Context: an optimization exercise on an open-source flow, tuned for a short achievable clock period and few clock cycles. The choices shown serve that exercise and are no tape-out recipe.
The RTL was checked by simulation tests, not by an equivalence proof against the original design.
Power is estimated from default activity; no workload was simulated.

==> design/flow/design.v <==
module ALU(
    input [31:0] a,
    input [31:0] b,
    input cin,
    input or_mode,
    output [31:0] s
);
wire [31:0] ab = a & b;
wire [31:0] g0 = ab & {32{~or_mode}};
wire [31:0] p0 = (a | b) & ~g0;
wire [31:0] g1, p1, g2, p2, g3, p3, g4, p4, g5, p5;
wire [31:0] gi = {g0[31:1], g0[0] | (p0[0] & cin)};
genvar k;
generate
for (k = 0; k < 32; k = k + 1) begin : lvl
    if (k >= 1) begin : l1
        assign g1[k] = gi[k] | (p0[k] & gi[k-1]);
        assign p1[k] = p0[k] & p0[k-1];
    end else begin : l1z
        assign g1[k] = gi[k];
        assign p1[k] = p0[k];
    end
    if (k >= 2) begin : l2
        assign g2[k] = g1[k] | (p1[k] & g1[k-2]);
        assign p2[k] = p1[k] & p1[k-2];
    end else begin : l2z
        assign g2[k] = g1[k];
        assign p2[k] = p1[k];
    end
    if (k >= 4) begin : l3
        assign g3[k] = g2[k] | (p2[k] & g2[k-4]);
        assign p3[k] = p2[k] & p2[k-4];
    end else begin : l3z
        assign g3[k] = g2[k];
        assign p3[k] = p2[k];
    end
    if (k >= 8) begin : l4
        assign g4[k] = g3[k] | (p3[k] & g3[k-8]);
        assign p4[k] = p3[k] & p3[k-8];
    end else begin : l4z
        assign g4[k] = g3[k];
        assign p4[k] = p3[k];
    end
    if (k >= 16) begin : l5
        assign g5[k] = g4[k] | (p4[k] & g4[k-16]);
        assign p5[k] = p4[k] & p4[k-16];
    end else begin : l5z
        assign g5[k] = g4[k];
        assign p5[k] = p4[k];
    end
end
endgenerate
assign s = p0 ^ {g5[30:0], cin & ~or_mode};
endmodule
module mips(
    input clk,
    input reset,
    input [31:0] i_inst_rdata,
    input [31:0] m_data_rdata,
    output [31:0] i_inst_addr,
    output [31:0] m_data_addr,
    output [31:0] m_data_wdata,
    output m_data_we,
    output [31:0] m_inst_addr,
    output w_grf_we,
    output [4:0] w_grf_addr,
    output [31:0] w_grf_wdata,
    output [31:0] w_inst_addr
);
reg [31:0] pc;
reg [31:0] d_ir;
reg        d_kill;      
reg [31:0] d_pc;
reg [31:0] d_pcp4;
reg [31:0] d_pcp8;
reg [31:0] d_rsv;       
reg [31:0] d_rtv;
reg        d_rs_e, d_rs_m, d_rs_w, d_rs_x;    
reg        d_rt_e, d_rt_m, d_rt_w, d_rt_x;    
reg [31:0] e_a;
reg [31:0] e_b;         
reg [31:0] e_sd;
reg        e_sd_ld;     
reg        e_sub;
reg        e_or;
reg        e_beq;       
reg        e_load;
reg        e_store;
reg        e_we;
reg [4:0]  e_dest;
reg [31:0] e_pc;
reg [31:0] e_target;
reg [31:0] m_res;
reg [31:0] m_sd;
reg        m_load;
reg        m_store;
reg        m_we;
reg [4:0]  m_dest;
reg [31:0] m_pc;
reg [31:0] w_value;
reg        w_we;
reg [4:0]  w_dest;
reg [31:0] w_pc;
reg [31:0] x_value;     
reg [31:0] grf_regs [1:31];
wire [31:0] m_value = m_load ? m_data_rdata : m_res;
wire [31:0] e_res;
ALU ALU(.a(e_a), .b(e_b), .cin(e_sub), .or_mode(e_or), .s(e_res));
wire e_redirect = e_beq && (e_a == e_b);
wire [31:0] esd = e_sd_ld ? m_data_rdata : e_sd;
wire [5:0] d_op = d_ir[31:26];
wire [5:0] d_fn = d_ir[5:0];
wire [4:0] d_rs = d_ir[25:21];
wire [4:0] d_rt = d_ir[20:16];
wire [4:0] d_rd = d_ir[15:11];
wire [15:0] d_imm = d_ir[15:0];
wire d_ok = !d_kill;
wire d_rtype = d_ok && (d_op == 6'h00);
wire d_add = d_rtype && (d_fn == 6'h20);
wire d_sub = d_rtype && (d_fn == 6'h22);
wire d_jr  = d_rtype && (d_fn == 6'h08);
wire d_ori = d_ok && (d_op == 6'h0d);
wire d_lui = d_ok && (d_op == 6'h0f);
wire d_lw  = d_ok && (d_op == 6'h23);
wire d_sw  = d_ok && (d_op == 6'h2b);
wire d_beq = d_ok && (d_op == 6'h04);
wire d_j   = d_ok && (d_op == 6'h02);
wire d_jal = d_ok && (d_op == 6'h03);
wire d_we = d_add | d_sub | d_ori | d_lui | d_lw | d_jal;
wire [4:0] d_dest = (d_add | d_sub) ? d_rd :
                    (d_ori | d_lui | d_lw) ? d_rt :
                    d_jal ? 5'd31 : 5'd0;
wire [31:0] rs_val = d_rs_m ? m_value : d_rs_w ? w_value : d_rs_x ? x_value : d_rsv;
wire [31:0] rt_val = d_rt_m ? m_value : d_rt_w ? w_value : d_rt_x ? x_value : d_rtv;
wire d_use_rs = d_add | d_sub | d_ori | d_lw | d_sw | d_beq;    
wire d_use_rt = d_add | d_sub | d_beq;                          
wire d_beq_always = d_beq && (d_rs == d_rt);
wire d_beq_cond = d_beq && (d_rs != d_rt);
wire stall = (d_jr && d_rs_e) ||
             (e_load && ((d_rs_e && d_use_rs) || (d_rt_e && d_use_rt)));
wire [31:0] d_sext = {{16{d_imm[15]}}, d_imm};
wire [31:0] d_btarget = d_pcp4 + {d_sext[29:0], 2'b00};
wire [31:0] d_jtarget = {d_pcp4[31:28], d_ir[25:0], 2'b00};
wire d_redirect = d_j | d_jal | d_jr | d_beq_always;
wire [31:0] d_target = d_jr ? rs_val : d_beq_always ? d_btarget : d_jtarget;
wire [31:0] a_early = d_jal ? d_pcp8 : d_lui ? 32'd0 : rs_val;
wire [31:0] b_early = d_add | d_beq ? rt_val :
                      d_sub ? ~rt_val :
                      d_ori ? {16'd0, d_imm} :
                      d_lui ? {d_imm, 16'd0} :
                      d_jal ? 32'd0 : d_sext;
wire a_from_e = d_rs_e && !(d_lui | d_jal);
wire b_from_e = d_rt_e && (d_add | d_sub | d_beq);
wire sd_from_e = d_rt_e;
wire [31:0] e_res_b = d_sub ? ~e_res : e_res;
wire [31:0] pc_p4 = pc + 32'd4;
wire [31:0] pc_p8 = pc + 32'd8;
assign i_inst_addr = pc;
wire [4:0] f_rs = i_inst_rdata[25:21];
wire [4:0] f_rt = i_inst_rdata[20:16];
wire f_rs_nz = (f_rs != 5'd0);
wire f_rt_nz = (f_rt != 5'd0);
wire [31:0] f_rsv = f_rs_nz ? grf_regs[f_rs] : 32'd0;
wire [31:0] f_rtv = f_rt_nz ? grf_regs[f_rt] : 32'd0;
always @(posedge clk) begin
    if (reset) begin
        pc <= 32'h00003000;
        d_ir <= 32'd0;
        d_kill <= 1'b0;
        d_rs_e <= 1'b0;
        d_rs_m <= 1'b0;
        d_rs_w <= 1'b0;
        d_rs_x <= 1'b0;
        d_rt_e <= 1'b0;
        d_rt_m <= 1'b0;
        d_rt_w <= 1'b0;
        d_rt_x <= 1'b0;
    end else begin
        if (e_redirect)
            pc <= e_target;
        else if (!stall)
            pc <= d_redirect ? d_target : pc_p4;
        if (!stall) begin
            d_ir <= i_inst_rdata;
            d_kill <= e_redirect;
            d_pc <= pc;
            d_pcp4 <= pc_p4;
            d_pcp8 <= pc_p8;
            d_rsv <= f_rsv;
            d_rtv <= f_rtv;
            d_rs_e <= f_rs_nz && (f_rs == d_dest);
            d_rs_m <= f_rs_nz && (f_rs == e_dest);
            d_rs_w <= f_rs_nz && (f_rs == m_dest);
            d_rs_x <= f_rs_nz && (f_rs == w_dest);
            d_rt_e <= f_rt_nz && (f_rt == d_dest);
            d_rt_m <= f_rt_nz && (f_rt == e_dest);
            d_rt_w <= f_rt_nz && (f_rt == m_dest);
            d_rt_x <= f_rt_nz && (f_rt == w_dest);
        end else begin
            d_rsv <= rs_val;
            d_rtv <= rt_val;
            d_rs_e <= 1'b0;
            d_rs_m <= d_rs_e;
            d_rs_w <= d_rs_m;
            d_rs_x <= d_rs_w;
            d_rt_e <= 1'b0;
            d_rt_m <= d_rt_e;
            d_rt_w <= d_rt_m;
            d_rt_x <= d_rt_w;
        end
    end
end
always @(posedge clk) begin
    if (reset || stall) begin
        e_sd_ld <= 1'b0;
        e_sub <= 1'b0;
        e_or <= 1'b0;
        e_beq <= 1'b0;
        e_load <= 1'b0;
        e_store <= 1'b0;
        e_we <= 1'b0;
        e_dest <= 5'd0;
    end else begin
        e_sd_ld <= sd_from_e && e_load;
        e_sub <= d_sub;
        e_or <= d_ori | d_lui;
        e_beq <= d_beq_cond;
        e_load <= d_lw;
        e_store <= d_sw;
        e_we <= d_we;
        e_dest <= d_dest;
    end
    e_a <= a_from_e ? e_res : a_early;
    e_b <= b_from_e ? e_res_b : b_early;
    e_sd <= sd_from_e ? e_res : rt_val;
    e_pc <= d_pc;
    e_target <= d_btarget;
end
always @(posedge clk) begin
    if (reset) begin
        m_load <= 1'b0;
        m_store <= 1'b0;
        m_we <= 1'b0;
        m_dest <= 5'd0;
    end else begin
        m_load <= e_load;
        m_store <= e_store;
        m_we <= e_we;
        m_dest <= e_dest;
    end
    m_res <= e_res;
    m_sd <= esd;
    m_pc <= e_pc;
end
always @(posedge clk) begin
    if (reset) begin
        w_we <= 1'b0;
        w_dest <= 5'd0;
    end else begin
        w_we <= m_we;
        w_dest <= m_dest;
    end
    w_value <= m_value;
    w_pc <= m_pc;
    x_value <= w_value;
end
integer i;
always @(posedge clk) begin
    if (reset) begin
        for (i = 1; i < 32; i = i + 1)
            grf_regs[i] <= 32'd0;
    end else if (w_dest != 5'd0) begin
        grf_regs[w_dest] <= w_value;
    end
end
assign m_data_addr = m_res;
assign m_data_wdata = m_sd;
assign m_data_we = m_store;
assign m_inst_addr = m_pc;
assign w_grf_we = w_we;
assign w_grf_addr = w_dest;
assign w_grf_wdata = w_value;
assign w_inst_addr = w_pc;
endmodule
==> design/flow/run.sh <==
#!/bin/bash
# synth_recipe.tcl (not shown) runs the flow's synth.tcl, then flattens the netlist and writes it again
# the make line also repeats each setting of config.mk as NAME=value (left out here)
make -C /OpenROAD-flow-scripts/flow DESIGN_CONFIG=/design/flow/config.mk WORK_HOME=/design/flow/orfs CLKGATE_MAP_FILE= SYNTH_SCRIPT=/design/flow/synth_recipe.tcl finish
==> design/flow/config.mk <==
export PLATFORM = sky130hd
export DESIGN_NAME = mips
export DESIGN_NICKNAME = mips
export VERILOG_FILES = /design/flow/design.v
export SDC_FILE = /design/flow/constraint.sdc
export NUM_CORES = 4
export LEC_CHECK = 0
export ABC_CLOCK_PERIOD_IN_PS = 2800
export CAP_MARGIN = 20
export CORE_MARGIN = 2
export CORE_UTILIZATION = 40
export GPL_TIMING_DRIVEN = 1
export SETUP_SLACK_MARGIN = 4.6
export SLEW_MARGIN = 20
==> design/flow/constraint.sdc <==
create_clock -name core_clock -period 7.5 [get_ports {clk}]
set_input_delay 1.5000 -clock core_clock [delete_from_list [all_inputs] [get_ports {clk}]]
set_output_delay 1.5000 -clock core_clock [all_outputs]
set_load 0.01 [all_outputs]
==> flow_summary_export.csv, run 1 <==
group,metric,value,unit
synth,synth_cells,6262,
die,core_area,204000,sq um
timing,finalCritPeriodShare,43.2,%
synth,synth_seq_cells,1628,
place,portBuffers,264,
timing,final_hold_viol_count,0,
die,start_util,40.2,%
finish,final_nets,6933,
timing,fin_skew,0.0250,ns
clock_tree,cts_buffers,178,
synth,synthFlopType,"edfxtp_1",
worst_setup_path,rrSetupSlack,4.26,ns
power,power_density,254,nW/um^2
place,placed_cell_area,88300,sq um
synth,avgSynthCellArea,13.1,sq um
clock_tree,cts_buffer_depth,3,
timing,slew_headroom,24.7,%
synth,ys_types,99,
global_route,grt_pass1_wl,465000,um
global_route,grt_usage,31.9,%
synth,synth_common_cells,"edfxtp_1 (1179), and2_1 (1006), mux4_2 (572), dfxtp_1 (449), clkbuf_1 (407)",
worst_setup_path,critPathLaunchType,"register",
place,dpl.hpwl,191000,um
run_status,status,"finished clean",
worst_setup_path,worstPathArrival,3.93,ns
finish,instances_no_fill,9622,
timing,min_period,3.24,ns
finish,final_area,102000,sq um
drt,wl,345000,um
synth,yosys_warnings,1,
clock_tree,htree_levels,4,
power,p_sw_share,30.9,%
die,fp.dieW,457,um
global_route,antenna_found_initial,40,
timing,final-setup-viol-count,0,
power,switchingPower,8.01,mW
timing,worst_pin_slew,1.12,ns
min_path,hold_class,"register to register",
drt,via_per_inst,6.36,
clock_tree,cts_sinks,1628,
power,power.share.clock,34.8,%
run,maxCapViolations,0,
power,p_seq_share,41.6,%
die,num_rows,166,
timing,rsz0062_at_grt,"true",
clock_tree,cts.clk_slew.worst_paths,0.07,ns
drt,drt-wirelength-per-cell,35.9,um
drt,drc_errors,0,
worst_setup_path,setup.worst_path.end_class,"register",
place,dp.cells,8863,
drt,ant_nets,0,
synth,synth_edf_count,1179,
power,total_power,25.9,mW
timing,maxSlewViolCount,0,
finish,drive_gt1_share,32.1,%
place,dpl_worst_slack,2.68,ns
die,num_io_pins,265,
worst_setup_path,crit_fanout,5,
power,p_leak,38.2,nW
global_route,gr-total-overflow,0,
synth,syn_area,82100,sq um
drt,drt_iter0_drc,10000,
synth,async_reset_ff_share,0,%
timing,setup_ws,4.26,ns
power,internal_power,17.9,mW
power,comb_power_share,23.6,%
synth,yosysMostFrequentCell,"edfxtp_1",
clock_tree,cts_tree,"built",
place,gp_congestion,0.968,
drt,via_count,61200,
worst_setup_path,worstPathRequired,8.19,ns
synth,yosys.area.top_type,"edfxtp_1",
die,die_h,457,um
clock_tree,cts_root_buf,"clkbuf_16",
clock_tree,ctsHoldBuffers,0,
clock_tree,clock_latency,0.86,ns
synth,synthTopCellsByArea,"edfxtp_1 (43%), mux4_2 (16%), dfxtp_1 (11%)",
finish,fill_cells,17400,
worst_setup_path,crit_type,"register to register",
power,ir_drop,239,uV
finish,area_growth,24.3,%
drt,dr.pass1.iters,8,
synth,synth_top_area_share,43.1,%
global_route,grt_max_degree,73,
global_route,grt_pass1_vias,57400,
synth,yosysSeqAreaShare,54.1,%
timing,finalSetupTns,0,ns
timing,fmax,308,MHz
die,die-area,209000,sq um
## per-stage QoR
stage | hold slack (ns) | utilization [%]
after CTS | 0.303 | 48.6
after global placement | 0.310 | 43.1
final | 0.311 | 49.9
after floorplan | 0.310 | -
after detailed placement | 0.312 | 43.2
after global routing | 0.315 | 49.9
## what timing repair did
action                     in CTS  in global routing
gates resized for setup      1475                216
pin swaps                     106                 82
gates cloned                   70                 29
setup buffers                 211                105
setup endpoints to repair    1548                501
## final cells by class
type                    count  area (sq um)  share of cell area, %
inverters                 119           483                  0.473
well taps                2688          3360                   3.30
multi-input cells        4002         37700                   36.9
repair buffers            840          9800                   9.61
clock buffers             233          4890                   4.79
diodes                     11          27.5                 0.0270
clock inverters           100          1020                  0.996
flip-flops and latches   1628         44800                   43.9
repair inverters            1          7.51                0.00736
## worst max-delay path, stage by stage, from the launching register on
cell and delay [ns]:
dfxtp_4 0.36, ha_4 0.16, nor2b_4 0.12, or2_4 0.24
ha_4 0.17, or2_4 0.23, a221oi_4 0.33, o41ai_4 0.14
a31oi_4 0.25, buf_12 0.14, a21o_4 0.18, o21ai_4 0.08
o32a_1 0.43, xnor2_1 0.17, o21ai_1 0.08
## layout by cell type (no fill, tap or decap), types with 28 or more instances in the layout
master | Yosys | layout
a21oi_1 | 318 | 293
a22o_1 | 30 | 30
and2_1 | 1006 | 1004
buf_12 | 0 | 69
buf_16 | 0 | 42
buf_2 | 70 | 129
buf_4 | 8 | 371
buf_6 | 1 | 79
bufbuf_16 | 0 | 40
clkbuf_1 | 407 | 39
clkbuf_16 | 0 | 213
clkdlybuf4s50_1 | 0 | 54
clkinv_2 | 0 | 33
conb_1 | 1 | 32
dfxtp_1 | 449 | 320
dfxtp_2 | 0 | 50
dfxtp_4 | 0 | 79
edfxtp_1 | 1179 | 1179
ha_1 | 96 | 73
inv_1 | 117 | 100
mux2_2 | 96 | 95
mux2i_1 | 221 | 182
mux4_2 | 572 | 572
nand2_1 | 244 | 233
nand3_1 | 51 | 46
nor2_1 | 338 | 290
nor2_4 | 0 | 38
nor2b_1 | 39 | 35
nor3_1 | 39 | 28
o21ai_0 | 232 | 160
o21ai_1 | 22 | 46
o21ai_4 | 1 | 37
o221ai_1 | 35 | 32
o22ai_1 | 85 | 81
xnor2_1 | 114 | 105
xor2_1 | 57 | 53
## final timing paths
| check | start | to | depth (start not counted) |
|---|---|---|---|
| setup / recovery | e_a[0] | e_b[30] | 14 |
| hold / removal | e_pc[13] | m_pc[13] | 0 |
| setup reg to reg | e_a[0] | e_b[30] | 14 |
| hold reg to reg | e_pc[13] | m_pc[13] | 0 |
## cell families (layout without fill, tap and decap cells)
group           count (synthesis)  after routing  synth area share, %
compound gates                956            961                 7.33
xor+xnor                      175            175                 1.91
fa+ha+maj                      97             97                 1.49
buf+inv                       676           1293                 3.25
flops                        1628           1628                 54.1
mux                           889            889                 19.7
other cells                     1             43              0.00457
simple gates                 1840           1848                 12.2
## state kept, by name, indices dropped and copies added (netlist names), 5 cells and up
name,count
e_sd,32
d_pc,32
w_pc,32
w_value,32
m_sd,32
d_rtv,32
w_dest,5
x_value,32
m_res,32
m_pc,32
pc,32
m_dest,5
d_pcp8,29
grf_regs,1024
e_target,32
e_b,32
d_ir,32
d_pcp4,30
e_pc,30
d_rsv,32
e_a,32
e_dest,5
## routing by layer
metal | wire length, um | GRT usage (%) | vias up
met3 | 53600 | 12.7 | 892
li1 | - | - | 24500
met5 | 228 | 0 | -
met2 | 148000 | 46.9 | 4887
met4 | 21300 | 15.6 | 18
met1 | 123000 | 40.8 | 30900
## power by group through the flow
| stage | sequential [mW] | combinational, mW | clock [mW] |
|---|---|---|---|
| 3_3_place_gp | 10.9 | 4.04 | 0 |
| 6_report | 10.8 | 6.12 | 9.01 |
| 5_1_grt | 10.8 | 6.19 | 9.39 |
| 3_5_place_dp | 10.9 | 4.09 | 0 |
| 2_1_floorplan | 10.9 | 2.17 | 0 |
| 4_1_cts | 10.7 | 5.61 | 9.04 |
Testbench counts, summed over its fixed seeds: cycles 57,432.
==> run 2, diff against run 1 <==
--- a/design/flow/design.v
+++ b/design/flow/design.v
@@ -3,7 +3,8 @@
     input [31:0] b,
     input cin,
     input or_mode,
-    output [31:0] s
+    output [31:0] s,
+    output eq            
 );
 wire [31:0] ab = a & b;
 wire [31:0] g0 = ab & {32{~or_mode}};
@@ -50,6 +51,7 @@
     end
 end
 endgenerate
+assign eq = ~|p0;
 assign s = p0 ^ {g5[30:0], cin & ~or_mode};
 endmodule
 module mips(
@@ -105,8 +107,9 @@
 reg [31:0] grf_regs [1:31];
 wire [31:0] m_value = m_load ? m_data_rdata : m_res;
 wire [31:0] e_res;
-ALU ALU(.a(e_a), .b(e_b), .cin(e_sub), .or_mode(e_or), .s(e_res));
-wire e_redirect = e_beq && (e_a == e_b);
+wire e_eq;
+ALU ALU(.a(e_a), .b(e_b), .cin(e_sub), .or_mode(e_or), .s(e_res), .eq(e_eq));
+wire e_redirect = e_beq && e_eq;
 wire [31:0] esd = e_sd_ld ? m_data_rdata : e_sd;
 wire [5:0] d_op = d_ir[31:26];
 wire [5:0] d_fn = d_ir[5:0];
==> run 2 against run 1 <==
Against the previous run:
- area after synthesis down 0.23%
- combinational power up 1%
- largest power group unchanged
- still clean on timing, DRC and antenna
- setup slack worse by 0.060 ns
- clock skew up 0.0061 ns
- synthesized cell count down 0.65%
- critical path depth down 1
- first-iteration DRC count down 10%
- maximum frequency down 1.8%
- register-to-register slack worse by 0.06 ns
==> flow_summary_export.csv, run 2 <==
group,metric,value,unit
run_status,status,"finished clean",
die,die-area,208000,sq um
min_path,hold_class,"register to register",
timing,slew_headroom,7.40,%
finish,largest_reg_flops,1024,
power,power_density,255,nW/um^2
finish,top_register,"grf_regs",
timing,fmax,303,MHz
power,power.share.clock,33.8,%
timing,fin_skew,0.0311,ns
global_route,antenna_found_initial,28,
min_path,min_to,"m_pc[6]",
die,num_io_pins,265,
global_route,grt_pass1_wl,457000,um
die,fp.dieW,456,um
place,gp_congestion,0.966,
drt,drt-wirelength-per-cell,35.6,um
power,comb_power_share,24.1,%
worst_setup_path,critPathLaunchType,"register",
finish,final_nets,6757,
synth,synth_seq_cells,1628,
synth,synthFlopType,"edfxtp_1",
place,placed_cell_area,88200,sq um
die,die_h,456,um
finish,layout_commonest_cell,"edfxtp_1",
drt,dr.pass1.iters,6,
global_route,grt_usage,31.4,%
global_route,grt_pass1_vias,57600,
synth,yosysSeqAreaShare,54.2,%
finish,final_area,101000,sq um
worst_setup_path,rrSetupSlack,4.20,ns
worst_setup_path,path_delay_family,"compound AO/OA/AOI/OAI gates",
synth,async_reset_ff_share,0,%
min_path,worstHoldPathCells,0,
drt,ant_nets,0,
drt,wl,339000,um
worst_setup_path,r2r_start,"e_or",
synth,synth_top_area_share,43.2,%
finish,fill_cells,17300,
finish,drive_gt1_share,32.1,%
min_path,hp-start,"e_pc[6]",
clock_tree,clock_latency,0.86,ns
timing,finalSetupTns,0,ns
synth,synth_edf_count,1179,
finish,area_growth,23.5,%
clock_tree,cts_root_buf,"clkbuf_16",
worst_setup_path,worstPathArrival,4.03,ns
power,total_power,25.7,mW
worst_setup_path,critPathSlowestCell,"dfxtp_4",
worst_setup_path,worstPathRequired,8.23,ns
worst_setup_path,crit_type,"register to register",
worst_setup_path,rr_endpoint,"e_sd[12]",
power,p_leak,37.5,nW
synth,synth_cells,6221,
timing,rsz0062_at_grt,"true",
die,num_rows,166,
power,switchingPower,7.94,mW
die,start_util,40.2,%
clock_tree,cts_tree,"built",
finish,multi_input_area,37400,sq um
synth,avgSynthCellArea,13.2,sq um
synth,yosys_warnings,1,
worst_setup_path,setup.worst_path.end_class,"register",
clock_tree,cts_buffers,177,
power,p_seq_share,42.2,%
synth,synthTopCellsByArea,"edfxtp_1 (43%), mux4_2 (18%), dfxtp_1 (11%)",
global_route,grt_max_degree,66,
synth,yosys.area.top_type,"edfxtp_1",
synth,yosysMostFrequentCell,"edfxtp_1",
worst_setup_path,critical_path.cell_chain,"buf_4, and3b_2, nor2_2, ha_4, o211a_4, o2111ai_4, o221ai_2, a22o_1, a222oi_1, nor2_2, or3_4, and2_4, mux2_4",
worst_setup_path,crit_buf_inv,1,
clock_tree,htree_levels,4,
worst_setup_path,max_stage_delay,0.39,ns
global_route,gr-total-overflow,0,
worst_setup_path,r2r_cells,13,
timing,final_hold_viol_count,0,
clock_tree,cts.clk_slew.worst_paths,0.06,ns
synth,ys_types,97,
place,dpl.hpwl,187000,um
finish,layout_common_cells,"edfxtp_1 (1179), and2_1 (1006), mux4_2 (640)",
power,internal_power,17.8,mW
drt,via_count,60400,
timing,finalCritPeriodShare,44.0,%
synth,synth_common_cells,"edfxtp_1 (1179), and2_1 (1007), mux4_2 (640), clkbuf_1 (461), dfxtp_1 (449)",
timing,final-setup-viol-count,0,
power,ir_drop,277,uV
worst_setup_path,cpMostUsedCell,"nor2_2",
finish,regArea,44700,sq um
worst_setup_path,crit_fanout,5,
place,portBuffers,264,
timing,maxSlewViolCount,0,
run,maxCapViolations,0,
synth,syn_area,81900,sq um
die,core_area,204000,sq um
drt,drc_errors,0,
timing,worst_pin_slew,1.37,ns
drt,via_per_inst,6.34,
clock_tree,cts_buffer_depth,3,
clock_tree,cts_sinks,1628,
clock_tree,ctsHoldBuffers,0,
power,p_sw_share,30.8,%
timing,min_period,3.30,ns
drt,drt_iter0_drc,9020,
[run 2: layout make-up]
class                   instances  share of cell area, %
clock buffers                 249                   4.96
multi-input cells            3972                   37.0
repair buffers                809                   9.62
flip-flops and latches       1628                   44.2
well taps                    2688                   3.32
diodes                         21                 0.0519
inverters                      70                  0.276
clock inverters                76                  0.631
[run 2: how the worst max path moves through the flow]
stage          slack, ns  cells past startpoint  startpoint               end
6_report            4.20                     13        e_or          e_sd[12]
2_1_floorplan       3.85                      6       reset           e_sd_ld
5_1_grt             4.09                     13        e_or          e_sd[12]
3_3_place_gp        2.83                      5       reset  grf_regs[28][13]
4_1_cts             4.15                     13        e_or          e_sd[12]
3_5_place_dp        2.82                      5       reset  grf_regs[28][13]
[run 2: logic make-up after synthesis]
kind of cell,count (synthesis),synth area share [%]
other,1,0.00458
DFF,1628,54.2
muxes,838,20.1
adders and majority gates,42,0.623
and+or+nand+nor,1958,12.8
xor gates and xnor gates,190,2.08
buffers and inverters,653,3.07
AOI/OAI and AO/OA,911,7.09
[run 2: power groups by stage]
| stage | registers [mW] | logic, mW | clock network (mW) |
|---|---|---|---|
| after global routing | 10.9 | 6.27 | 9.09 |
| after global placement | 10.9 | 4.37 | 0 |
| after CTS | 10.8 | 5.71 | 8.75 |
| after detailed placement | 11.0 | 4.41 | 0 |
| final | 10.9 | 6.20 | 8.70 |
| after floorplan | 10.9 | 2.28 | 0 |
[run 2: per-layer routing]
metal / vias up / share of wire (%) / global-route usage, % / wire (um)
met5: - / 0.019 / 0 / 66
met4: 10 / 8.5 / 22.1 / 29000
met3: 1103 / 13 / 10.3 / 45100
met2: 4532 / 44 / 47.1 / 150000
met1: 30500 / 34 / 38.1 / 115000
li1: 24200 / - / - / -
[run 2: what timing repair did]
item | CTS | global route
setup endpoints to repair | 2091 | 747
cloned | 69 | 27
setup buffers | 171 | 74
resized for setup | 1350 | 256
pin swaps | 45 | 91
[run 2: per-stage QoR]
step	hold slack, ns	util [%]	setup WS [ns]	std cells
2_1_floorplan	0.310	-	3.85	6252
3_3_place_gp	0.310	43.2	2.83	8823
3_5_place_dp	0.312	43.3	2.82	8826
4_1_cts	0.325	48.5	4.15	9391
5_1_grt	0.331	49.6	4.09	9494
6_report	0.325	49.6	4.20	9513
Testbench counts of run 2, summed over its fixed seeds: cycles 57,432.
==> run 3, diff against run 2 <==
--- a/design/flow/design.v
+++ b/design/flow/design.v
@@ -4,6 +4,7 @@
     input cin,
     input or_mode,
     output [31:0] s,
+    output [31:0] s_n,   
     output eq            
 );
 wire [31:0] ab = a & b;
@@ -53,6 +54,7 @@
 endgenerate
 assign eq = ~|p0;
 assign s = p0 ^ {g5[30:0], cin & ~or_mode};
+assign s_n = p0 ^ ~{g5[30:0], cin & ~or_mode};
 endmodule
 module mips(
     input clk,
@@ -72,6 +74,7 @@
 reg [31:0] pc;
 reg [31:0] d_ir;
 reg        d_kill;      
+reg        d_hazard;    
 reg [31:0] d_pc;
 reg [31:0] d_pcp4;
 reg [31:0] d_pcp8;
@@ -83,6 +86,7 @@
 reg [31:0] e_b;         
 reg [31:0] e_sd;
 reg        e_sd_ld;     
+reg        e_sd_alu;    
 reg        e_sub;
 reg        e_or;
 reg        e_beq;       
@@ -107,10 +111,11 @@
 reg [31:0] grf_regs [1:31];
 wire [31:0] m_value = m_load ? m_data_rdata : m_res;
 wire [31:0] e_res;
+wire [31:0] e_res_n;
 wire e_eq;
-ALU ALU(.a(e_a), .b(e_b), .cin(e_sub), .or_mode(e_or), .s(e_res), .eq(e_eq));
+ALU ALU(.a(e_a), .b(e_b), .cin(e_sub), .or_mode(e_or), .s(e_res), .s_n(e_res_n), .eq(e_eq));
 wire e_redirect = e_beq && e_eq;
-wire [31:0] esd = e_sd_ld ? m_data_rdata : e_sd;
+wire [31:0] esd = e_sd_ld ? m_data_rdata : e_sd_alu ? m_res : e_sd;
 wire [5:0] d_op = d_ir[31:26];
 wire [5:0] d_fn = d_ir[5:0];
 wire [4:0] d_rs = d_ir[25:21];
@@ -139,13 +144,13 @@
 wire d_use_rt = d_add | d_sub | d_beq;                          
 wire d_beq_always = d_beq && (d_rs == d_rt);
 wire d_beq_cond = d_beq && (d_rs != d_rt);
-wire stall = (d_jr && d_rs_e) ||
-             (e_load && ((d_rs_e && d_use_rs) || (d_rt_e && d_use_rt)));
+wire stall = d_hazard && !d_kill;
 wire [31:0] d_sext = {{16{d_imm[15]}}, d_imm};
+wire [31:0] d_jtarget = {d_pcp4[31:28], d_ir[25:0], 2'b00};
 wire [31:0] d_btarget = d_pcp4 + {d_sext[29:0], 2'b00};
-wire [31:0] d_jtarget = {d_pcp4[31:28], d_ir[25:0], 2'b00};
 wire d_redirect = d_j | d_jal | d_jr | d_beq_always;
-wire [31:0] d_target = d_jr ? rs_val : d_beq_always ? d_btarget : d_jtarget;
+wire [31:0] d_target = d_jr ? rs_val : d_beq ? d_btarget : d_jtarget;
+wire [31:0] pc_early = stall ? pc : d_redirect ? d_target : pc_p4;
 wire [31:0] a_early = d_jal ? d_pcp8 : d_lui ? 32'd0 : rs_val;
 wire [31:0] b_early = d_add | d_beq ? rt_val :
                       d_sub ? ~rt_val :
@@ -155,7 +160,7 @@
 wire a_from_e = d_rs_e && !(d_lui | d_jal);
 wire b_from_e = d_rt_e && (d_add | d_sub | d_beq);
 wire sd_from_e = d_rt_e;
-wire [31:0] e_res_b = d_sub ? ~e_res : e_res;
+wire [31:0] e_res_b = d_sub ? e_res_n : e_res;
 wire [31:0] pc_p4 = pc + 32'd4;
 wire [31:0] pc_p8 = pc + 32'd8;
 assign i_inst_addr = pc;
@@ -163,6 +168,17 @@
 wire [4:0] f_rt = i_inst_rdata[20:16];
 wire f_rs_nz = (f_rs != 5'd0);
 wire f_rt_nz = (f_rt != 5'd0);
+wire [5:0] f_op = i_inst_rdata[31:26];
+wire [5:0] f_fn = i_inst_rdata[5:0];
+wire f_rtype = (f_op == 6'h00);
+wire f_jr = f_rtype && (f_fn == 6'h08);
+wire f_use_rs = (f_rtype && (f_fn == 6'h20 || f_fn == 6'h22)) ||
+                f_op == 6'h0d || f_op == 6'h23 || f_op == 6'h2b || f_op == 6'h04;
+wire f_use_rt = (f_rtype && (f_fn == 6'h20 || f_fn == 6'h22)) || f_op == 6'h04;
+wire f_rs_d = f_rs_nz && (f_rs == d_dest);
+wire f_rt_d = f_rt_nz && (f_rt == d_dest);
+wire f_hazard = (f_jr && f_rs_d) ||
+                (d_lw && ((f_rs_d && f_use_rs) || (f_rt_d && f_use_rt)));
 wire [31:0] f_rsv = f_rs_nz ? grf_regs[f_rs] : 32'd0;
 wire [31:0] f_rtv = f_rt_nz ? grf_regs[f_rt] : 32'd0;
 always @(posedge clk) begin
@@ -170,6 +186,7 @@
         pc <= 32'h00003000;
         d_ir <= 32'd0;
         d_kill <= 1'b0;
+        d_hazard <= 1'b0;
         d_rs_e <= 1'b0;
         d_rs_m <= 1'b0;
         d_rs_w <= 1'b0;
@@ -179,29 +196,28 @@
         d_rt_w <= 1'b0;
         d_rt_x <= 1'b0;
     end else begin
-        if (e_redirect)
-            pc <= e_target;
-        else if (!stall)
-            pc <= d_redirect ? d_target : pc_p4;
+        pc <= e_redirect ? e_target : pc_early;
         if (!stall) begin
             d_ir <= i_inst_rdata;
             d_kill <= e_redirect;
+            d_hazard <= f_hazard;
             d_pc <= pc;
             d_pcp4 <= pc_p4;
             d_pcp8 <= pc_p8;
             d_rsv <= f_rsv;
             d_rtv <= f_rtv;
-            d_rs_e <= f_rs_nz && (f_rs == d_dest);
+            d_rs_e <= f_rs_d;
             d_rs_m <= f_rs_nz && (f_rs == e_dest);
             d_rs_w <= f_rs_nz && (f_rs == m_dest);
             d_rs_x <= f_rs_nz && (f_rs == w_dest);
-            d_rt_e <= f_rt_nz && (f_rt == d_dest);
+            d_rt_e <= f_rt_d;
             d_rt_m <= f_rt_nz && (f_rt == e_dest);
             d_rt_w <= f_rt_nz && (f_rt == m_dest);
             d_rt_x <= f_rt_nz && (f_rt == w_dest);
         end else begin
             d_rsv <= rs_val;
             d_rtv <= rt_val;
+            d_hazard <= 1'b0;
             d_rs_e <= 1'b0;
             d_rs_m <= d_rs_e;
             d_rs_w <= d_rs_m;
@@ -216,6 +232,7 @@
 always @(posedge clk) begin
     if (reset || stall) begin
         e_sd_ld <= 1'b0;
+        e_sd_alu <= 1'b0;
         e_sub <= 1'b0;
         e_or <= 1'b0;
         e_beq <= 1'b0;
@@ -225,6 +242,7 @@
         e_dest <= 5'd0;
     end else begin
         e_sd_ld <= sd_from_e && e_load;
+        e_sd_alu <= sd_from_e && !e_load;
         e_sub <= d_sub;
         e_or <= d_ori | d_lui;
         e_beq <= d_beq_cond;
@@ -235,7 +253,7 @@
     end
     e_a <= a_from_e ? e_res : a_early;
     e_b <= b_from_e ? e_res_b : b_early;
-    e_sd <= sd_from_e ? e_res : rt_val;
+    e_sd <= rt_val;
     e_pc <= d_pc;
     e_target <= d_btarget;
 end
==> run 3 against run 2 <==
Against the previous run:
- critical path depth decreased by 1
- combinational power increased by 0.8%
- maximum frequency increased by 5.4%
- critical path type unchanged
- highest routed layer unchanged
==> flow_summary_export.csv, run 3 <==
group,metric,value,unit
drt,drt_iter0_drc,10500,
power,p_sw_share,31.7,%
timing,rsz0062_at_grt,"true",
synth,async_reset_ff_share,0,%
drt,drc_errors,0,
synth,yosys.area.top_type,"edfxtp_1",
place,dpl.hpwl,207000,um
global_route,grt_pass1_wl,491000,um
finish,regArea,44800,sq um
worst_setup_path,setup.worst_path.end_class,"register",
worst_setup_path,max_stage_delay,0.37,ns
die,num_rows,166,
power,total_power,26.3,mW
clock_tree,htree_levels,4,
global_route,antenna_found_initial,53,
worst_setup_path,path_delay_family,"compound AO/OA/AOI/OAI gates",
die,num_io_pins,265,
finish,layout_common_cells,"edfxtp_1 (1179), and2_1 (1013), mux4_2 (460)",
global_route,gr-total-overflow,0,
clock_tree,ctsHoldBuffers,0,
clock_tree,cts.clk_slew.worst_paths,0.06,ns
clock_tree,cts_buffer_depth,3,
timing,maxSlewViolCount,0,
synth,synth_seq_cells,1630,
worst_setup_path,worstPathArrival,3.90,ns
worst_setup_path,worstPathRequired,8.27,ns
timing,final-setup-viol-count,0,
synth,yosys_warnings,1,
worst_setup_path,crit_fanout,12,
power,power_density,258,nW/um^2
drt,drt-wirelength-per-cell,37.1,um
power,ir_drop,332,uV
synth,synth_edf_count,1179,
power,comb_power_share,23.8,%
global_route,grt_usage,33.8,%
synth,yosysMostFrequentCell,"edfxtp_1",
worst_setup_path,critical_path.cell_chain,"buf_4, bufbuf_16, nand3b_1, o31ai_1, a41oi_2, o211ai_1, buf_4, and3_4, o211a_4, or3_4, and2_4, o221ai_2",
drt,dr.pass1.iters,8,
min_path,hold_class,"register to register",
power,p_leak,38.0,nW
power,power.share.clock,34.5,%
finish,drive_gt1_share,29.9,%
clock_tree,cts_sinks,1630,
finish,largest_reg_flops,1024,
die,die-area,209000,sq um
power,p_seq_share,41.7,%
synth,ys_types,88,
worst_setup_path,crit_buf_inv,3,
timing,finalSetupTns,0,ns
timing,fmax,319,MHz
finish,layout_commonest_cell,"edfxtp_1",
clock_tree,cts_buffers,180,
synth,synth_common_cells,"edfxtp_1 (1179), and2_1 (1015), clkbuf_1 (466), mux4_2 (460), dfxtp_1 (451)",
finish,top_register,"grf_regs",
timing,slew_headroom,15.9,%
drt,via_count,63900,
die,core_area,204000,sq um
finish,multi_input_area,38100,sq um
worst_setup_path,crit_type,"register to register",
worst_setup_path,critPathLaunchType,"register",
run,maxCapViolations,0,
die,die_h,457,um
power,switchingPower,8.33,mW
timing,worst_pin_slew,1.25,ns
worst_setup_path,cpMostUsedCell,"buf_4",
finish,area_growth,23.8,%
drt,ant_nets,0,
place,portBuffers,264,
synth,yosysSeqAreaShare,54.1,%
finish,final_nets,7118,
synth,synth_top_area_share,43.1,%
synth,syn_area,82200,sq um
drt,via_per_inst,6.47,
synth,synth_cells,6580,
worst_setup_path,critPathSlowestCell,"dfxtp_4",
place,gp_congestion,0.982,
clock_tree,clock_latency,0.89,ns
die,fp.dieW,457,um
synth,avgSynthCellArea,12.5,sq um
drt,wl,366000,um
synth,synthTopCellsByArea,"edfxtp_1 (43%), mux4_2 (13%), dfxtp_1 (11%)",
die,start_util,40.2,%
run_status,status,"finished clean",
clock_tree,cts_tree,"built",
timing,finalCritPeriodShare,41.8,%
global_route,grt_max_degree,87,
timing,fin_skew,0.0838,ns
clock_tree,cts_root_buf,"clkbuf_16",
timing,min_period,3.13,ns
timing,final_hold_viol_count,0,
global_route,grt_pass1_vias,59900,
synth,synthFlopType,"edfxtp_1",
finish,fill_cells,17600,
power,internal_power,17.9,mW
[run 3: cell types whose count changed in the layout (fill, tap and decap cells not counted), sizes merged, moves of 38 or more]
cell,change
o22ai,+83
o221ai,+44
a21oi,+38
nor2,-99
mux2i,+200
o31ai,+54
buf,+50
mux4,-180
nand2,+78
[run 3: worst paths after layout]
path | startpoint | to | slack, ns | depth (start not counted)
max reg2reg | e_or | e_b[30] | 4.37 | 12
min | e_pc[30] | m_pc[30] | 0.33 | 0
min reg2reg | e_pc[30] | m_pc[30] | 0.33 | 0
max | e_or | e_b[30] | 4.37 | 12
[run 3: cell families (layout without fill, tap and decap cells)]
group           Yosys count  in the layout  share of synthesized area [%]
flops                  1630           1630                           54.1
fa+ha+maj                35             35                          0.536
other cells               1             46                        0.00456
compound gates         1164           1164                           9.14
buf+inv                 648           1205                           3.06
simple gates           2050           2055                           13.5
mux                     877            877                           17.8
xor+xnor                175            175                           1.88
[run 3: cell type report]
type | count | share of cell area, %
Tap cell | 2688 | 3.31
Clock buffer | 235 | 4.91
Timing Repair Buffer | 821 | 9.18
Sequential cell | 1630 | 44.0
Clock inverter | 101 | 0.928
Antenna cell | 14 | 0.0344
Timing Repair inverter | 3 | 0.0221
Multi-Input combinational cell | 4338 | 37.4
Inverter | 45 | 0.186
[run 3: layer usage]
layer	vias to the layer above	share of wire, %	GRT usage, %
met5	-	0.054	0
li1	25600	-	-
met4	20	7.5	19.4
met1	31700	35	42.7
met3	1174	16	13.0
met2	5320	42	49.2
[run 3: power groups by stage]
stage	logic [mW]	clock network, mW	registers, mW
finish	6.25	9.06	10.9
global route	6.28	9.42	11.0
CTS	5.74	9.09	10.9
detailed placement	4.32	0	11.0
global placement	4.30	0	11.0
floorplan	2.19	0	11.0
[run 3: timing repair]
action,in CTS,in global routing
endpoints found under the setup margin,1796,464
cloned,66,15
hold endpoints to repair,0,0
pin swaps,56,88
gates resized for setup,1505,224
setup buffers,174,109
[run 3: through the flow]
stage / cell area, sq um / instances / setup WS [ns] / hold slack (ns) / utilization, %
global placement: 88400 / 9159 / 2.61 / 0.310 / 43.3
floorplan: 83700 / 6611 / 3.72 / 0.310 / -
detailed placement: 88400 / 9161 / 2.54 / 0.312 / 43.3
global route: 102000 / 9863 / 4.30 / 0.330 / 49.8
CTS: 99400 / 9737 / 4.36 / 0.325 / 48.6
finish: 102000 / 9875 / 4.37 / 0.325 / 49.8
Testbench counts of run 3, summed over its fixed seeds: cycles 57,432.
==> run 4, diff against run 3 <==
--- a/design/flow/design.v
+++ b/design/flow/design.v
@@ -71,7 +71,8 @@
     output [31:0] w_grf_wdata,
     output [31:0] w_inst_addr
 );
-reg [31:0] pc;
+reg [31:0] pc;          
+reg [31:0] pc4;         
 reg [31:0] d_ir;
 reg        d_kill;      
 reg        d_hazard;    
@@ -96,6 +97,7 @@
 reg [4:0]  e_dest;
 reg [31:0] e_pc;
 reg [31:0] e_target;
+reg [31:0] e_target4;   
 reg [31:0] m_res;
 reg [31:0] m_sd;
 reg        m_load;
@@ -148,9 +150,13 @@
 wire [31:0] d_sext = {{16{d_imm[15]}}, d_imm};
 wire [31:0] d_jtarget = {d_pcp4[31:28], d_ir[25:0], 2'b00};
 wire [31:0] d_btarget = d_pcp4 + {d_sext[29:0], 2'b00};
+wire [31:0] d_btarget4 = d_pcp8 + {d_sext[29:0], 2'b00};
 wire d_redirect = d_j | d_jal | d_jr | d_beq_always;
 wire [31:0] d_target = d_jr ? rs_val : d_beq ? d_btarget : d_jtarget;
-wire [31:0] pc_early = stall ? pc : d_redirect ? d_target : pc_p4;
+wire [31:0] d_target4 = d_jr ? rs_val + 32'd4 :
+                        d_beq ? d_btarget4 : d_jtarget + 32'd4;
+wire [31:0] pc_early = stall ? pc : d_redirect ? d_target : pc4;
+wire [31:0] pc4_early = stall ? pc4 : d_redirect ? d_target4 : pc8;
 wire [31:0] a_early = d_jal ? d_pcp8 : d_lui ? 32'd0 : rs_val;
 wire [31:0] b_early = d_add | d_beq ? rt_val :
                       d_sub ? ~rt_val :
@@ -161,8 +167,7 @@
 wire b_from_e = d_rt_e && (d_add | d_sub | d_beq);
 wire sd_from_e = d_rt_e;
 wire [31:0] e_res_b = d_sub ? e_res_n : e_res;
-wire [31:0] pc_p4 = pc + 32'd4;
-wire [31:0] pc_p8 = pc + 32'd8;
+wire [31:0] pc8 = pc4 + 32'd4;
 assign i_inst_addr = pc;
 wire [4:0] f_rs = i_inst_rdata[25:21];
 wire [4:0] f_rt = i_inst_rdata[20:16];
@@ -184,6 +189,7 @@
 always @(posedge clk) begin
     if (reset) begin
         pc <= 32'h00003000;
+        pc4 <= 32'h00003004;
         d_ir <= 32'd0;
         d_kill <= 1'b0;
         d_hazard <= 1'b0;
@@ -196,14 +202,20 @@
         d_rt_w <= 1'b0;
         d_rt_x <= 1'b0;
     end else begin
-        pc <= e_redirect ? e_target : pc_early;
+        if (e_redirect) begin
+            pc <= e_target;
+            pc4 <= e_target4;
+        end else begin
+            pc <= pc_early;
+            pc4 <= pc4_early;
+        end
         if (!stall) begin
             d_ir <= i_inst_rdata;
             d_kill <= e_redirect;
             d_hazard <= f_hazard;
             d_pc <= pc;
-            d_pcp4 <= pc_p4;
-            d_pcp8 <= pc_p8;
+            d_pcp4 <= pc4;
+            d_pcp8 <= pc8;
             d_rsv <= f_rsv;
             d_rtv <= f_rtv;
             d_rs_e <= f_rs_d;
@@ -256,6 +268,7 @@
     e_sd <= rt_val;
     e_pc <= d_pc;
     e_target <= d_btarget;
+    e_target4 <= d_btarget4;
 end
 always @(posedge clk) begin
     if (reset) begin
==> run 4 against run 3 <==
Against the previous run:
- die area increased by 6.9%
- maximum frequency down 2.9%
- largest power group unchanged
- setup slack worse by 0.095 ns
- sequential cell count rose by 67
- sequential share of layout area decreased by 2.8 points
- highest routed layer unchanged
==> flow_summary_export.csv, run 4 <==
group,metric,value,unit
power,p_seq_share,40.6,%
finish,fill_cells,18500,
synth,async_reset_ff_share,0,%
min_path,hold_class,"register to register",
timing,slew_headroom,18.1,%
timing,min_period,3.23,ns
worst_setup_path,critical_path.cell_chain,"buf_12, or4_4, or3_4, or3_4, buf_12, buf_16, buf_12, buf_8, o211ai_1, a31oi_1, a311o_1",
run,maxCapViolations,0,
clock_tree,cts.clk_slew.worst_paths,0.06,ns
finish,regArea,46200,sq um
timing,finalSetupTns,0,ns
timing,fmax,310,MHz
clock_tree,cts_buffer_depth,3,
global_route,grt_usage,33.8,%
synth,syn_area,87900,sq um
die,fp.dieW,473,um
timing,fin_skew,0.0678,ns
timing,finalCritPeriodShare,43.1,%
worst_setup_path,crit_fanout,5,
power,switchingPower,9.03,mW
worst_setup_path,cpMostUsedCell,"buf_12",
power,p_leak,41.9,nW
finish,final_area,112000,sq um
run_status,status,"finished clean",
synth,synth_common_cells,"edfxtp_1 (1182), and2_1 (1021), dfxtp_1 (515), clkbuf_1 (512), mux4_2 (508)",
global_route,gr-total-overflow,0,
drt,dr.pass1.iters,6,
power,p_sw_share,32.2,%
synth,avgSynthCellArea,12.1,sq um
die,num_io_pins,265,
drt,via_per_inst,6.49,
timing,maxSlewViolCount,0,
synth,synth_top_area_share,40.4,%
synth,ys_types,89,
die,core_area,219000,sq um
place,gp_congestion,0.988,
worst_setup_path,critPathLaunchType,"register",
die,num_rows,172,
power,ir_drop,188,uV
worst_setup_path,worstPathRequired,8.24,ns
die,start_util,40.1,%
global_route,grt_pass1_wl,530000,um
clock_tree,cts_buffers,191,
synth,synth_cells,7256,
synth,synth_edf_count,1182,
place,dp.cells,10000,
timing,rsz0062_at_grt,"true",
finish,area_growth,27.5,%
global_route,grt_max_degree,124,
timing,final_hold_viol_count,0,
clock_tree,htree_levels,4,
power,comb_power_share,25.2,%
finish,drive_gt1_share,32.6,%
worst_setup_path,crit_type,"register to register",
synth,synthTopCellsByArea,"edfxtp_1 (40%), mux4_2 (13%), dfxtp_1 (12%)",
drt,drt-wirelength-per-cell,35.8,um
clock_tree,cts_root_buf,"clkbuf_16",
synth,yosys_warnings,1,
global_route,antenna_found_initial,46,
finish,multi_input_area,43700,sq um
clock_tree,cts_sinks,1697,
drt,ant_nets,0,
finish,layout_common_cells,"edfxtp_1 (1182), and2_1 (1018), mux4_2 (508)",
drt,via_count,70700,
place,dpl.hpwl,220000,um
worst_setup_path,max_stage_delay,0.53,ns
die,die-area,224000,sq um
finish,instances_no_fill,10900,
synth,synth_seq_cells,1697,
synth,yosys.area.top_type,"edfxtp_1",
finish,final_nets,7994,
clock_tree,ctsHoldBuffers,0,
synth,yosysMostFrequentCell,"edfxtp_1",
place,placed_cell_area,94700,sq um
worst_setup_path,critPathSlowestCell,"or4_4",
worst_setup_path,worstPathArrival,3.97,ns
timing,worst_pin_slew,1.21,ns
power,power_density,250,nW/um^2
drt,wl,390000,um
die,die_h,473,um
place,portBuffers,264,
global_route,grt_pass1_vias,67000,
finish,layout_commonest_cell,"edfxtp_1",
drt,drt_iter0_drc,11100,
finish,largest_reg_flops,1024,
synth,yosysSeqAreaShare,52.1,%
drt,drc_errors,0,
power,power.share.clock,34.2,%
clock_tree,cts_tree,"built",
finish,top_register,"grf_regs",
clock_tree,clock_latency,0.88,ns
power,internal_power,19.0,mW
synth,synthFlopType,"edfxtp_1",
worst_setup_path,setup.worst_path.end_class,"register",
timing,final-setup-viol-count,0,
==> run 4: kinds of logic (layout without fill, tap and decap cells) <==
logic type	after synthesis	after routing	synth area share [%]
and+or+nand+nor	2269	2273	13.8
DFF	1697	1697	52.1
AOI/OAI and AO/OA	1392	1393	10.1
muxes	884	884	17.4
buffers and inverters	703	1428	3.09
xor gates and xnor gates	238	238	2.40
adders and majority gates	72	72	1.02
other	1	39	0.00427
==> run 4: metal layers <==
metal	share of wire (%)	GRT usage [%]
met1	35	42.4
met2	43	50.6
met3	14	11.6
met4	7.3	19.6
met5	0.059	0
==> run 4: worst paths after layout <==
check	slack [ns]	from	endpoint	cells past startpoint
max reg2reg	4.27	d_ir[4]	pc[15]	11
min	0.32	e_pc[30]	m_pc[30]	0
min reg2reg	0.32	e_pc[30]	m_pc[30]	0
max	4.27	d_ir[4]	pc[15]	11
==> run 4: stage by stage <==
stage               total power [mW]  hold WS (ns)  utilization (%)  worst slack [ns]
detailed placement              16.2         0.312             43.2              2.62
global route                    28.6         0.329             51.2              4.22
finish                          28.1         0.323             51.2              4.27
floorplan                       13.8         0.310                -              3.71
CTS                             27.5         0.326             49.8              4.35
global placement                16.1         0.313             43.2              2.57
==> run 4: final cells by class <==
type                    instances  area share [%]
flip-flops and latches       1697            41.2
multi-input cells            4892            39.0
repair buffers               1022            10.7
clock buffers                 242            4.57
well taps                    2871            3.20
clock inverters               106            1.03
inverters                      57           0.241
diodes                          7          0.0156
repair inverters                1         0.00781
==> run 4: repair_timing <==
item / CTS / global route
endpoints found under the setup margin: 1263 / 246
setup buffers: 298 / 143
pin swaps: 182 / 165
gates cloned: 77 / 15
gates resized for setup: 1897 / 336
==> run 4: power groups by stage <==
| stage | combinational [mW] | sequential, mW | clock (mW) |
|---|---|---|---|
| finish | 7.08 | 11.4 | 9.59 |
| global route | 7.19 | 11.5 | 9.97 |
| CTS | 6.51 | 11.4 | 9.61 |
| detailed placement | 4.70 | 11.5 | 0 |
| global placement | 4.66 | 11.4 | 0 |
| floorplan | 2.48 | 11.4 | 0 |
==> run 4: worst max-delay path: cells and delay by family (launching register included) <==
family / cells / cell delay, ns
AND/OR/NAND/NOR: 3 / 1.38
buffers and inverters: 5 / 0.71
AO/OA/AOI/OAI: 3 / 0.68
flip-flops: 1 / 0.32
Testbench counts of run 4, summed over its fixed seeds: cycles 57,432.
==> run 5, diff against run 4 <==
--- a/design/flow/design.v
+++ b/design/flow/design.v
@@ -2,13 +2,13 @@
     input [31:0] a,
     input [31:0] b,
     input cin,
-    input or_mode,
+    input [31:0] kill,
     output [31:0] s,
     output [31:0] s_n,   
     output eq            
 );
 wire [31:0] ab = a & b;
-wire [31:0] g0 = ab & {32{~or_mode}};
+wire [31:0] g0 = ab & ~kill;
 wire [31:0] p0 = (a | b) & ~g0;
 wire [31:0] g1, p1, g2, p2, g3, p3, g4, p4, g5, p5;
 wire [31:0] gi = {g0[31:1], g0[0] | (p0[0] & cin)};
@@ -53,8 +53,8 @@
 end
 endgenerate
 assign eq = ~|p0;
-assign s = p0 ^ {g5[30:0], cin & ~or_mode};
-assign s_n = p0 ^ ~{g5[30:0], cin & ~or_mode};
+assign s = p0 ^ {g5[30:0], cin};
+assign s_n = p0 ^ ~{g5[30:0], cin};
 endmodule
 module mips(
     input clk,
@@ -71,8 +71,7 @@
     output [31:0] w_grf_wdata,
     output [31:0] w_inst_addr
 );
-reg [31:0] pc;          
-reg [31:0] pc4;         
+reg [31:0] pc;
 reg [31:0] d_ir;
 reg        d_kill;      
 reg        d_hazard;    
@@ -89,7 +88,7 @@
 reg        e_sd_ld;     
 reg        e_sd_alu;    
 reg        e_sub;
-reg        e_or;
+reg [15:0] e_kill;      
 reg        e_beq;       
 reg        e_load;
 reg        e_store;
@@ -97,7 +96,6 @@
 reg [4:0]  e_dest;
 reg [31:0] e_pc;
 reg [31:0] e_target;
-reg [31:0] e_target4;   
 reg [31:0] m_res;
 reg [31:0] m_sd;
 reg        m_load;
@@ -115,7 +113,7 @@
 wire [31:0] e_res;
 wire [31:0] e_res_n;
 wire e_eq;
-ALU ALU(.a(e_a), .b(e_b), .cin(e_sub), .or_mode(e_or), .s(e_res), .s_n(e_res_n), .eq(e_eq));
+ALU ALU(.a(e_a), .b(e_b), .cin(e_sub), .kill({16'd0, e_kill}), .s(e_res), .s_n(e_res_n), .eq(e_eq));
 wire e_redirect = e_beq && e_eq;
 wire [31:0] esd = e_sd_ld ? m_data_rdata : e_sd_alu ? m_res : e_sd;
 wire [5:0] d_op = d_ir[31:26];
@@ -150,13 +148,9 @@
 wire [31:0] d_sext = {{16{d_imm[15]}}, d_imm};
 wire [31:0] d_jtarget = {d_pcp4[31:28], d_ir[25:0], 2'b00};
 wire [31:0] d_btarget = d_pcp4 + {d_sext[29:0], 2'b00};
-wire [31:0] d_btarget4 = d_pcp8 + {d_sext[29:0], 2'b00};
 wire d_redirect = d_j | d_jal | d_jr | d_beq_always;
 wire [31:0] d_target = d_jr ? rs_val : d_beq ? d_btarget : d_jtarget;
-wire [31:0] d_target4 = d_jr ? rs_val + 32'd4 :
-                        d_beq ? d_btarget4 : d_jtarget + 32'd4;
-wire [31:0] pc_early = stall ? pc : d_redirect ? d_target : pc4;
-wire [31:0] pc4_early = stall ? pc4 : d_redirect ? d_target4 : pc8;
+wire [31:0] pc_early = stall ? pc : d_redirect ? d_target : pc_p4;
 wire [31:0] a_early = d_jal ? d_pcp8 : d_lui ? 32'd0 : rs_val;
 wire [31:0] b_early = d_add | d_beq ? rt_val :
                       d_sub ? ~rt_val :
@@ -167,7 +161,8 @@
 wire b_from_e = d_rt_e && (d_add | d_sub | d_beq);
 wire sd_from_e = d_rt_e;
 wire [31:0] e_res_b = d_sub ? e_res_n : e_res;
-wire [31:0] pc8 = pc4 + 32'd4;
+wire [31:0] pc_p4 = pc + 32'd4;
+wire [31:0] pc_p8 = pc + 32'd8;
 assign i_inst_addr = pc;
 wire [4:0] f_rs = i_inst_rdata[25:21];
 wire [4:0] f_rt = i_inst_rdata[20:16];
@@ -189,7 +184,6 @@
 always @(posedge clk) begin
     if (reset) begin
         pc <= 32'h00003000;
-        pc4 <= 32'h00003004;
         d_ir <= 32'd0;
         d_kill <= 1'b0;
         d_hazard <= 1'b0;
@@ -202,20 +196,14 @@
         d_rt_w <= 1'b0;
         d_rt_x <= 1'b0;
     end else begin
-        if (e_redirect) begin
-            pc <= e_target;
-            pc4 <= e_target4;
-        end else begin
-            pc <= pc_early;
-            pc4 <= pc4_early;
-        end
+        pc <= e_redirect ? e_target : pc_early;
         if (!stall) begin
             d_ir <= i_inst_rdata;
             d_kill <= e_redirect;
             d_hazard <= f_hazard;
             d_pc <= pc;
-            d_pcp4 <= pc4;
-            d_pcp8 <= pc8;
+            d_pcp4 <= pc_p4;
+            d_pcp8 <= pc_p8;
             d_rsv <= f_rsv;
             d_rtv <= f_rtv;
             d_rs_e <= f_rs_d;
@@ -246,7 +234,7 @@
         e_sd_ld <= 1'b0;
         e_sd_alu <= 1'b0;
         e_sub <= 1'b0;
-        e_or <= 1'b0;
+        e_kill <= 16'd0;
         e_beq <= 1'b0;
         e_load <= 1'b0;
         e_store <= 1'b0;
@@ -256,7 +244,7 @@
         e_sd_ld <= sd_from_e && e_load;
         e_sd_alu <= sd_from_e && !e_load;
         e_sub <= d_sub;
-        e_or <= d_ori | d_lui;
+        e_kill <= d_ori ? d_imm : 16'd0;
         e_beq <= d_beq_cond;
         e_load <= d_lw;
         e_store <= d_sw;
@@ -268,7 +256,6 @@
     e_sd <= rt_val;
     e_pc <= d_pc;
     e_target <= d_btarget;
-    e_target4 <= d_btarget4;
 end
 always @(posedge clk) begin
     if (reset) begin
==> run 5 against run 4 <==
Against the previous run:
- still clean
- power is 7.3% lower
- sequential cell count is 52 lower
- cell area down 11%
==> flow_summary_export.csv, run 5 <==
group,metric,value,unit
synth,ys_types,108,
timing,worst_pin_slew,1.25,ns
finish,final_area,99800,sq um
clock_tree,cts_sinks,1645,
die,core_area,202000,sq um
power,power_density,261,nW/um^2
synth,yosys_warnings,1,
global_route,grt_max_degree,104,
finish,final_nets,6872,
worst_setup_path,rrSetupSlack,4.08,ns
synth,async_reset_ff_share,0,%
worst_setup_path,setup.worst_path.end_class,"register",
worst_setup_path,worstPathRequired,8.19,ns
global_route,grt_pass1_wl,453000,um
clock_tree,ctsHoldBuffers,0,
global_route,antenna_found_initial,30,
place,placed_cell_area,87500,sq um
clock_tree,cts_buffers,179,
timing,fmax,293,MHz
min_path,hold_class,"register to register",
finish,fill_cells,17300,
clock_tree,clock_latency,0.86,ns
synth,yosys.area.top_type,"edfxtp_1",
finish,utilization,49.4,%
synth,yosysSeqAreaShare,55.0,%
finish,largest_reg_flops,1024,
clock_tree,cts.clk_slew.worst_paths,0.06,ns
clock_tree,htree_levels,4,
drt,drc_errors,0,
synth,synthFlopType,"edfxtp_1",
die,die-area,207000,sq um
finish,drive_gt1_share,29.9,%
synth,synth_top_area_share,43.5,%
timing,final-setup-viol-count,0,
synth,syn_area,81300,sq um
worst_setup_path,crit_fanout,17,
synth,synth_seq_cells,1645,
synth,avgSynthCellArea,12.9,sq um
drt,drt-wirelength-per-cell,34.6,um
run_status,status,"finished clean",
timing,final_hold_viol_count,0,
synth,yosysMostFrequentCell,"edfxtp_1",
run,maxCapViolations,0,
drt,drt_iter0_drc,9459,
worst_setup_path,crit_type,"register to register",
drt,wl,332000,um
die,die_h,455,um
finish,area_growth,22.7,%
timing,holdWs,0.324,ns
worst_setup_path,r2r_start,"d_rt_x",
worst_setup_path,critPathLaunchType,"register",
worst_setup_path,crit_start,"d_rt_x",
synth,synth_common_cells,"edfxtp_1 (1179), and2_1 (1015), mux4_2 (480), dfxtp_1 (466), clkbuf_1 (435)",
drt,via_per_inst,6.32,
timing,slew_headroom,16.1,%
clock_tree,cts_buffer_depth,3,
place,gp_congestion,0.955,
worst_setup_path,worstPathArrival,4.11,ns
finish,top_register,"grf_regs",
drt,ant_nets,0,
worst_setup_path,worstSetupEndpoint,"e_b[26]",
worst_setup_path,r2r_cells,8,
timing,finalCritPeriodShare,45.5,%
min_path,worstHoldPathCells,0,
synth,synth_edf_count,1179,
place,portBuffers,264,
worst_setup_path,rr_endpoint,"e_b[26]",
power,p_leak,37.1,nW
place,dpl_worst_slack,2.61,ns
clock_tree,cts_tree,"built",
timing,finalSetupTns,0,ns
place,dpl.hpwl,191000,um
clock_tree,cts_root_buf,"clkbuf_16",
global_route,grt_pass1_vias,57700,
timing,setup_ws,4.08,ns
finish,layout_common_cells,"edfxtp_1 (1179), and2_1 (1015), mux4_2 (480)",
drt,via_count,60600,
drt,dr.pass1.iters,6,
timing,fin_skew,0.0628,ns
power,ir_drop,226,uV
global_route,grt_usage,31.3,%
finish,layout_commonest_cell,"edfxtp_1",
synth,synthTopCellsByArea,"edfxtp_1 (44%), mux4_2 (13%), dfxtp_1 (11%)",
synth,synth_cells,6317,
die,num_rows,165,
finish,regArea,45100,sq um
die,fp.dieW,455,um
finish,multi_input_area,36600,sq um
die,start_util,40.2,%
die,num_io_pins,265,
timing,rsz0062_at_grt,"true",
timing,maxSlewViolCount,0,
global_route,gr-total-overflow,0,
timing,min_period,3.42,ns
==> run 5: cell types whose count changed in the layout (fill, tap and decap cells not counted), moves of 31 or more <==
cell	delta
a21oi_1	-35
buf_12	-54
buf_2	+31
buf_4	-90
buf_6	-52
dfxtp_1	-36
mux2i_1	+60
nand2_1	-101
nand3_1	-49
o211ai_1	-54
o21ai_0	-61
xnor2_1	-52
==> run 5: what timing repair did <==
action / in CTS / in global routing
gates resized for setup: 1432 / 190
cloned: 52 / 9
buffers inserted: 173 / 92
endpoints found under the setup margin: 1386 / 346
pin swaps: 77 / 91
==> run 5: stage by stage <==
step | std cells | total power, mW
global placement | 8918 | 15.2
floorplan | 6348 | 13.2
detailed placement | 8921 | 15.3
global route | 9582 | 26.6
finish | 9586 | 26.0
CTS | 9477 | 25.6
==> run 5: worst max-delay path: stages (launching register included) <==
cell and delay [ns]:
dfxtp_4 0.61, buf_4 0.49, mux2i_1 0.14, nor2_1 0.12
a21oi_1 0.05, o21ai_0 0.97, nor2_1 0.10, a2111oi_0 0.63
a21oi_2 0.13
==> run 5: power breakdown <==
part,internal (mW),leakage [nW],switching (mW)
registers,10.5,16.0,0.445
logic,2.42,18.2,3.56
clock network,5.21,2.92,3.89
==> run 5: worst min-delay path by stage <==
stage	startpoint	endpoint	slack [ns]
global route	e_pc[2]	m_pc[2]	0.33
floorplan	e_pc[10]	m_pc[10]	0.31
CTS	e_pc[11]	m_pc[11]	0.33
finish	e_pc[26]	m_pc[26]	0.32
detailed placement	e_pc[11]	m_pc[11]	0.31
global placement	e_pc[4]	m_pc[4]	0.31
==> run 5: cell families after synthesis <==
kind of cell    synth area share, %
simple gates                   13.0
flops                          55.0
compound gates                 7.87
other cells                 0.00461
fa+ha+maj                     0.763
mux                            18.4
buf+inv                        3.02
xor+xnor                       1.94
==> run 5: layer usage <==
layer / share of wire (%) / wire length (um) / global-route usage [%]
met5: 0.025 / 82 / 0
met4: 6.9 / 22800 / 18.1
met3: 13 / 43500 / 9.20
met2: 44 / 146000 / 46.9
met1: 36 / 120000 / 40.3
==> run 5: layout make-up <==
type                       count  share of cell area [%]
sequential                  1645                    45.2
inverter                      40                   0.171
timing repair buffer         802                    8.52
clock inverter                93                   0.997
timing repair inverter         3                  0.0213
antenna                        7                  0.0176
multi-input combinational   4086                    36.7
clock buffer                 238                    4.99
tap                         2672                    3.35
Testbench counts of run 5, summed over its fixed seeds: cycles 57,432.

## port drivers added, routing unchanged
In the flow no input, the clock included, has a driving cell. The finished layouts below were timed again as built, in two steps.
Step 1 assumes that a clkbuf_16 drives the clock port and a buf_2 every other input.
Step 2 moves the port delays by t, midway between the first and last clock arrival at a register: inputs arrive t later, outputs are due t later. That takes back most of the time a late clock gives input paths.
Three values: ideal, step 1, step 2; two values: the first two.
| run | t, ns | setup slack, ns | worst hold slack (ns) | slew at the worst register clock pin (ns) |
|---|---|---|---|---|
| run 1 | 0.924 | 4.258 / 4.258 / 3.421 | 0.311 / 0.311 / 0.311 | 0.07 / 0.07 |
| run 2 | 0.927 | 4.197 / 4.171 / 3.244 | 0.325 / 0.325 / 0.325 | 0.07 / 0.07 |
| run 3 | 0.940 | 4.366 / 4.320 / 3.381 | 0.325 / 0.325 / 0.325 | 0.07 / 0.07 |
| run 4 | 0.933 | 4.271 / 4.268 / 3.335 | 0.323 / 0.323 / 0.323 | 0.07 / 0.07 |
| run 5 | 0.911 | 4.085 / 4.085 / 3.319 | 0.324 / 0.324 / 0.324 | 0.07 / 0.07 |
After both steps setup and hold are still met in every run listed. For run 3, which loses most, drivers alone change the setup slack by -0.046 ns; drivers and shift together by -0.985 ns.
